From an optimization exercise on the open Yosys and OpenROAD flow, aimed at a short achievable clock period and few clock cycles; shortcuts taken in it are not production practice.
In this exercise RTL edits were held to simulation tests only and were not proved equivalent to the original.
Power is estimated from default activity; no workload was simulated.

## run a
==> flow/design.v <==
module projectCPU2021(
  clk,
  rst,
  wrEn,
  data_fromRAM,
  addr_toRAM,
  data_toRAM,
  PC,
  W
);
input clk, rst;
input wire [15:0] data_fromRAM;
output wire [15:0] data_toRAM;
output wire wrEn;
output wire [12:0] addr_toRAM;
output reg [12:0] PC;
output reg [15:0] W;
localparam OP_ADD = 3'b000, OP_NAND = 3'b001, OP_SRRL = 3'b010, OP_GE = 3'b011,
           OP_SZ = 3'b100, OP_CP2W = 3'b101, OP_CPFW = 3'b110, OP_JMP = 3'b111;
reg        ph;         
reg [12:0] addr_q;
reg        wr_q;
reg        cur_f, cur_j, cur_o, cur_r2;
reg        in_i, in_t, in_o, in_s;
reg        d_valid;
reg [2:0]  d_op;
reg [12:0] d_ea;
reg        e_valid;
reg [2:0]  e_op;
reg [12:0] fpc;        
reg [12:0] fa_q;       
reg [12:0] shadow;     
reg        fwd_q;      
reg        shfwd_q;    
assign addr_toRAM = addr_q;
assign wrEn       = wr_q & ~rst;
assign data_toRAM = W;
wire [15:0] din = data_fromRAM;
wire [15:0] iw     = fwd_q ? W : din;
wire [2:0]  i_op   = iw[15:13];
wire [12:0] sh_eff = shfwd_q ? W[12:0] : shadow;
wire        i_ind  = (iw[12:0] == 13'd0);
wire [12:0] i_ea   = i_ind ? sh_eff : iw[12:0];
wire        exec   = in_o & e_valid;
wire        zero   = (din == 16'd0);
wire        skip   = exec & (e_op == OP_SZ) & zero;
wire [3:0]  k      = din[3:0];
wire        s_r    = (din[15:4] == 12'd0);
wire        s_l    = (din[15:4] == 12'd1);
wire        s_rr   = (din[15:4] == 12'd2);
wire [31:0] rr2    = {W, W} >> k;
wire [31:0] rl2    = {W, W} << k;
wire [15:0] shr    = W >> k;
wire [15:0] shl    = W << k;
wire [15:0] srrl   = s_r ? shr : s_l ? shl : s_rr ? rr2[15:0] : rl2[31:16];
reg [15:0] alu;
always @* begin
    case (e_op)
        OP_ADD:  alu = W + din;
        OP_NAND: alu = ~(W & din);
        OP_SRRL: alu = srrl;
        OP_GE:   alu = {15'd0, W >= din};
        default: alu = din;
    endcase
end
wire        wen_w  = exec & (e_op != OP_SZ);
always @(posedge clk) begin
    if (rst) begin
        ph      <= 1'b1;
        addr_q  <= 13'd2;
        wr_q    <= 1'b0;
        cur_f   <= 1'b0;
        cur_j   <= 1'b0;
        cur_o   <= 1'b0;
        cur_r2  <= 1'b1;
        in_i    <= 1'b0;
        in_t    <= 1'b0;
        in_o    <= 1'b0;
        in_s    <= 1'b0;
        d_valid <= 1'b0;
        d_op    <= 3'd0;
        d_ea    <= 13'd0;
        e_valid <= 1'b0;
        e_op    <= 3'd0;
        fpc     <= 13'd0;
        fa_q    <= 13'd0;
        shadow  <= 13'd0;
        fwd_q   <= 1'b0;
        shfwd_q <= 1'b0;
        PC      <= 13'd0;
        W       <= 16'd0;
    end else begin
        ph    <= ~ph;
        in_i  <= cur_f;
        in_t  <= cur_j;
        in_o  <= cur_o;
        in_s  <= cur_r2;
        cur_f  <= 1'b0;
        cur_j  <= 1'b0;
        cur_o  <= 1'b0;
        cur_r2 <= 1'b0;
        wr_q    <= 1'b0;
        fwd_q   <= 1'b0;
        shfwd_q <= 1'b0;
        if (in_s)
            shadow <= din[12:0];
        if (shfwd_q)
            shadow <= W[12:0];
        if (wen_w)
            W <= alu;
        if (ph) begin
            e_valid <= d_valid & (d_op != OP_CPFW) & (d_op != OP_JMP);
            e_op    <= d_op;
            if (in_i) begin
                d_valid <= 1'b1;
                d_op    <= i_op;
                d_ea    <= i_ea;
                PC      <= fa_q;
                if (i_op == OP_JMP) begin
                    addr_q <= i_ea;
                    cur_j  <= 1'b1;
                end else begin
                    addr_q <= fpc;
                    fa_q   <= fpc;
                    fpc    <= fpc + 13'd1;
                    cur_f  <= 1'b1;
                end
            end else if (in_t) begin
                d_valid <= 1'b0;
                addr_q  <= d_valid ? din[12:0] : fpc;
                fa_q    <= d_valid ? din[12:0] : fpc;
                fpc     <= (d_valid ? din[12:0] : fpc) + 13'd1;
                cur_f   <= 1'b1;
            end else begin
                d_valid <= 1'b0;
                addr_q  <= fpc;
                fa_q    <= fpc;
                fpc     <= fpc + 13'd1;
                cur_f   <= 1'b1;
            end
        end else begin
            if (skip)
                d_valid <= 1'b0;
            if (d_valid & ~skip & (d_op != OP_JMP)) begin
                addr_q  <= d_ea;
                wr_q    <= (d_op == OP_CPFW);
                cur_o   <= (d_op != OP_CPFW);
                fwd_q   <= (d_op == OP_CPFW) & cur_f & (d_ea == fa_q);
                shfwd_q <= (d_op == OP_CPFW) & (d_ea == 13'd2);
            end
        end
    end
end
endmodule
clock: 4.5 ns
lec_check: 0
abc_clock_period_in_ps: 2000
cap_margin: 20
core_margin: 2
core_utilization: 40
setup_slack_margin: 2.5
slew_margin: 20
run.sh (not shown) runs the stock make flow with config.mk's settings and CLKGATE_MAP_FILE= SYNTH_SCRIPT=/design/flow/synth_recipe.tcl, a recipe that flattens the netlist after the stock synthesis.
Testbench counts of run a, summed over its fixed seeds: cycles 108,348.
--- input diff run a..run b ---
==> flow/design.v <==
module projectCPU2021(
  clk,
  rst,
  wrEn,
  data_fromRAM,
  addr_toRAM,
  data_toRAM,
  PC,
  W
);
input clk, rst;
input wire [15:0] data_fromRAM;
output wire [15:0] data_toRAM;
output wire wrEn;
output wire [12:0] addr_toRAM;
output reg [12:0] PC;
output reg [15:0] W;
localparam OP_ADD = 3'b000, OP_NAND = 3'b001, OP_SRRL = 3'b010, OP_GE = 3'b011,
           OP_SZ = 3'b100, OP_CP2W = 3'b101, OP_CPFW = 3'b110, OP_JMP = 3'b111;
function [15:0] pfx_carry;
    input [15:0] g_in, p_in;
    input        cin;
    reg   [15:0] g, p, gn, pn;
    integer i, d;
    begin
        g = g_in;
        p = p_in;
        g[0] = g[0] | (p[0] & cin);
        for (d = 1; d < 16; d = d * 2) begin
            gn = g;
            pn = p;
            for (i = d; i < 16; i = i + 1) begin
                gn[i] = g[i] | (p[i] & g[i-d]);
                pn[i] = p[i] & p[i-d];
            end
            g = gn;
            p = pn;
        end
        pfx_carry = g;
    end
endfunction
reg        ph;         
reg [12:0] addr_q;
reg        wr_q;
reg        pt_q;       
reg        cur_f, cur_j, cur_o, cur_r2;
reg        in_i, in_t, in_o, in_s;
reg        d_valid;
reg [2:0]  d_op;
reg [12:0] d_ea;
reg        e_valid;
reg [2:0]  e_op;
reg [12:0] fpc;        
reg [12:0] fa_q;       
reg [12:0] shadow;     
reg        fwd_q;      
reg        shfwd_q;    
assign addr_toRAM = pt_q ? data_fromRAM[12:0] : addr_q;
assign wrEn       = wr_q & ~rst;
assign data_toRAM = W;
wire [15:0] din = data_fromRAM;
wire [15:0] iw     = fwd_q ? W : din;
wire [2:0]  i_op   = iw[15:13];
wire [12:0] sh_eff = shfwd_q ? W[12:0] : shadow;
wire        i_ind  = (iw[12:0] == 13'd0);
wire [12:0] i_ea   = i_ind ? sh_eff : iw[12:0];
wire        exec   = in_o & e_valid;
wire        zero   = (din == 16'd0);
wire        skip   = exec & (e_op == OP_SZ) & zero;
wire [3:0]  k      = din[3:0];
wire        s_r    = (din[15:4] == 12'd0);
wire        s_l    = (din[15:4] == 12'd1);
wire        s_rr   = (din[15:4] == 12'd2);
wire [31:0] rr2    = {W, W} >> k;
wire [31:0] rl2    = {W, W} << k;
wire [15:0] shr    = W >> k;
wire [15:0] shl    = W << k;
wire [15:0] srrl   = s_r ? shr : s_l ? shl : s_rr ? rr2[15:0] : rl2[31:16];
wire [15:0] add_c  = pfx_carry(W & din, W ^ din, 1'b0);
wire [15:0] sum    = (W ^ din) ^ {add_c[14:0], 1'b0};
wire [15:0] ge_c   = pfx_carry(W & ~din, W | ~din, 1'b1);
wire        ge     = ge_c[15];
reg [15:0] alu;
always @* begin
    case (e_op)
        OP_ADD:  alu = sum;
        OP_NAND: alu = ~(W & din);
        OP_SRRL: alu = srrl;
        OP_GE:   alu = {15'd0, ge};
        default: alu = din;
    endcase
end
wire        wen_w  = exec & (e_op != OP_SZ);
wire [12:0] tgt    = pt_q ? din[12:0] : addr_q;
always @(posedge clk) begin
    if (rst) begin
        ph      <= 1'b1;
        addr_q  <= 13'd2;
        wr_q    <= 1'b0;
        pt_q    <= 1'b0;
        cur_f   <= 1'b0;
        cur_j   <= 1'b0;
        cur_o   <= 1'b0;
        cur_r2  <= 1'b1;
        in_i    <= 1'b0;
        in_t    <= 1'b0;
        in_o    <= 1'b0;
        in_s    <= 1'b0;
        d_valid <= 1'b0;
        d_op    <= 3'd0;
        d_ea    <= 13'd0;
        e_valid <= 1'b0;
        e_op    <= 3'd0;
        fpc     <= 13'd0;
        fa_q    <= 13'd0;
        shadow  <= 13'd0;
        fwd_q   <= 1'b0;
        shfwd_q <= 1'b0;
        PC      <= 13'd0;
        W       <= 16'd0;
    end else begin
        ph    <= ~ph;
        in_i  <= cur_f;
        in_t  <= cur_j;
        in_o  <= cur_o;
        in_s  <= cur_r2;
        cur_f  <= 1'b0;
        cur_j  <= 1'b0;
        cur_o  <= 1'b0;
        cur_r2 <= 1'b0;
        wr_q    <= 1'b0;
        pt_q    <= 1'b0;
        fwd_q   <= 1'b0;
        shfwd_q <= 1'b0;
        if (in_s)
            shadow <= din[12:0];
        if (shfwd_q)
            shadow <= W[12:0];
        if (wen_w)
            W <= alu;
        if (ph) begin
            e_valid <= d_valid & (d_op != OP_CPFW) & (d_op != OP_JMP);
            e_op    <= d_op;
            if (in_t) begin
                ph      <= 1'b1;
                d_valid <= 1'b0;
                fa_q    <= tgt;
                fpc     <= tgt + 13'd1;
            end else if (in_i) begin
                d_valid <= 1'b1;
                d_op    <= i_op;
                d_ea    <= i_ea;
                PC      <= fa_q;
                if (i_op == OP_JMP) begin
                    addr_q <= i_ea;
                    cur_j  <= 1'b1;
                end else begin
                    addr_q <= fpc;
                    fa_q   <= fpc;
                    fpc    <= fpc + 13'd1;
                    cur_f  <= 1'b1;
                end
            end else begin
                d_valid <= 1'b0;
                addr_q  <= fpc;
                fa_q    <= fpc;
                fpc     <= fpc + 13'd1;
                cur_f   <= 1'b1;
            end
        end else begin
            if (skip)
                d_valid <= 1'b0;
            if (cur_j) begin
                addr_q <= fpc;
                cur_f  <= 1'b1;
                pt_q   <= d_valid & ~skip;
            end else if (d_valid & ~skip & (d_op != OP_JMP)) begin
                addr_q  <= d_ea;
                wr_q    <= (d_op == OP_CPFW);
                cur_o   <= (d_op != OP_CPFW);
                fwd_q   <= (d_op == OP_CPFW) & cur_f & (d_ea == fa_q);
                shfwd_q <= (d_op == OP_CPFW) & (d_ea == 13'd2);
            end
        end
    end
end
endmodule
Run b vs run a, flip-flop and latch count after synthesis went up by 0.88%. Run b reports a higher cell area after layout than run a does. Run b against run a: sum of internal, switching and leakage power went down; number of cells on the critical path went down. Run b vs. run a: total number of tap cells went up by 1.6%. Run b reports its start point of the critical path as data_fromRAM[10] while run a reports data_fromRAM[0]. Relative to run a, worst path required time increased by 0.03 ns in run b.
Testbench counts of run b, summed over its fixed seeds: cycles 103,348.

==> afterwards: timing with drivers on the ports <==
In the flow no input, the clock included, has a driving cell. The finished layouts below were timed again as built, in two steps.
Step 1 sets driving cells, clkbuf_16 on the clock port and buf_2 on the other inputs (assumed; they add their load-dependent delay and slew).
Step 2 adds t to the input delays and takes it off the output delays; t is the mean of the earliest and latest rising clock arrival at the registers after step 1. Input paths then give back, and output paths get back, about the clock's delay inside the block.
Three values: no drivers, after step 1, after step 2; two values: the first two.
run | t (ns) | slack for setup (ns) | hold slack, ns | worst slew at a driven data input, ns
run a | 0.470 | 1.903 / 1.888 / 1.418 | 0.430 / 0.430 / 0.430 | 0.13
run b | 0.464 | 1.570 / 1.579 / 1.115 | 0.435 / 0.435 / 0.435 | 0.10
After both steps setup and hold are still met in every run listed. For run a, which loses most, drivers alone change the setup slack by -0.015 ns; drivers and shift together by -0.485 ns.
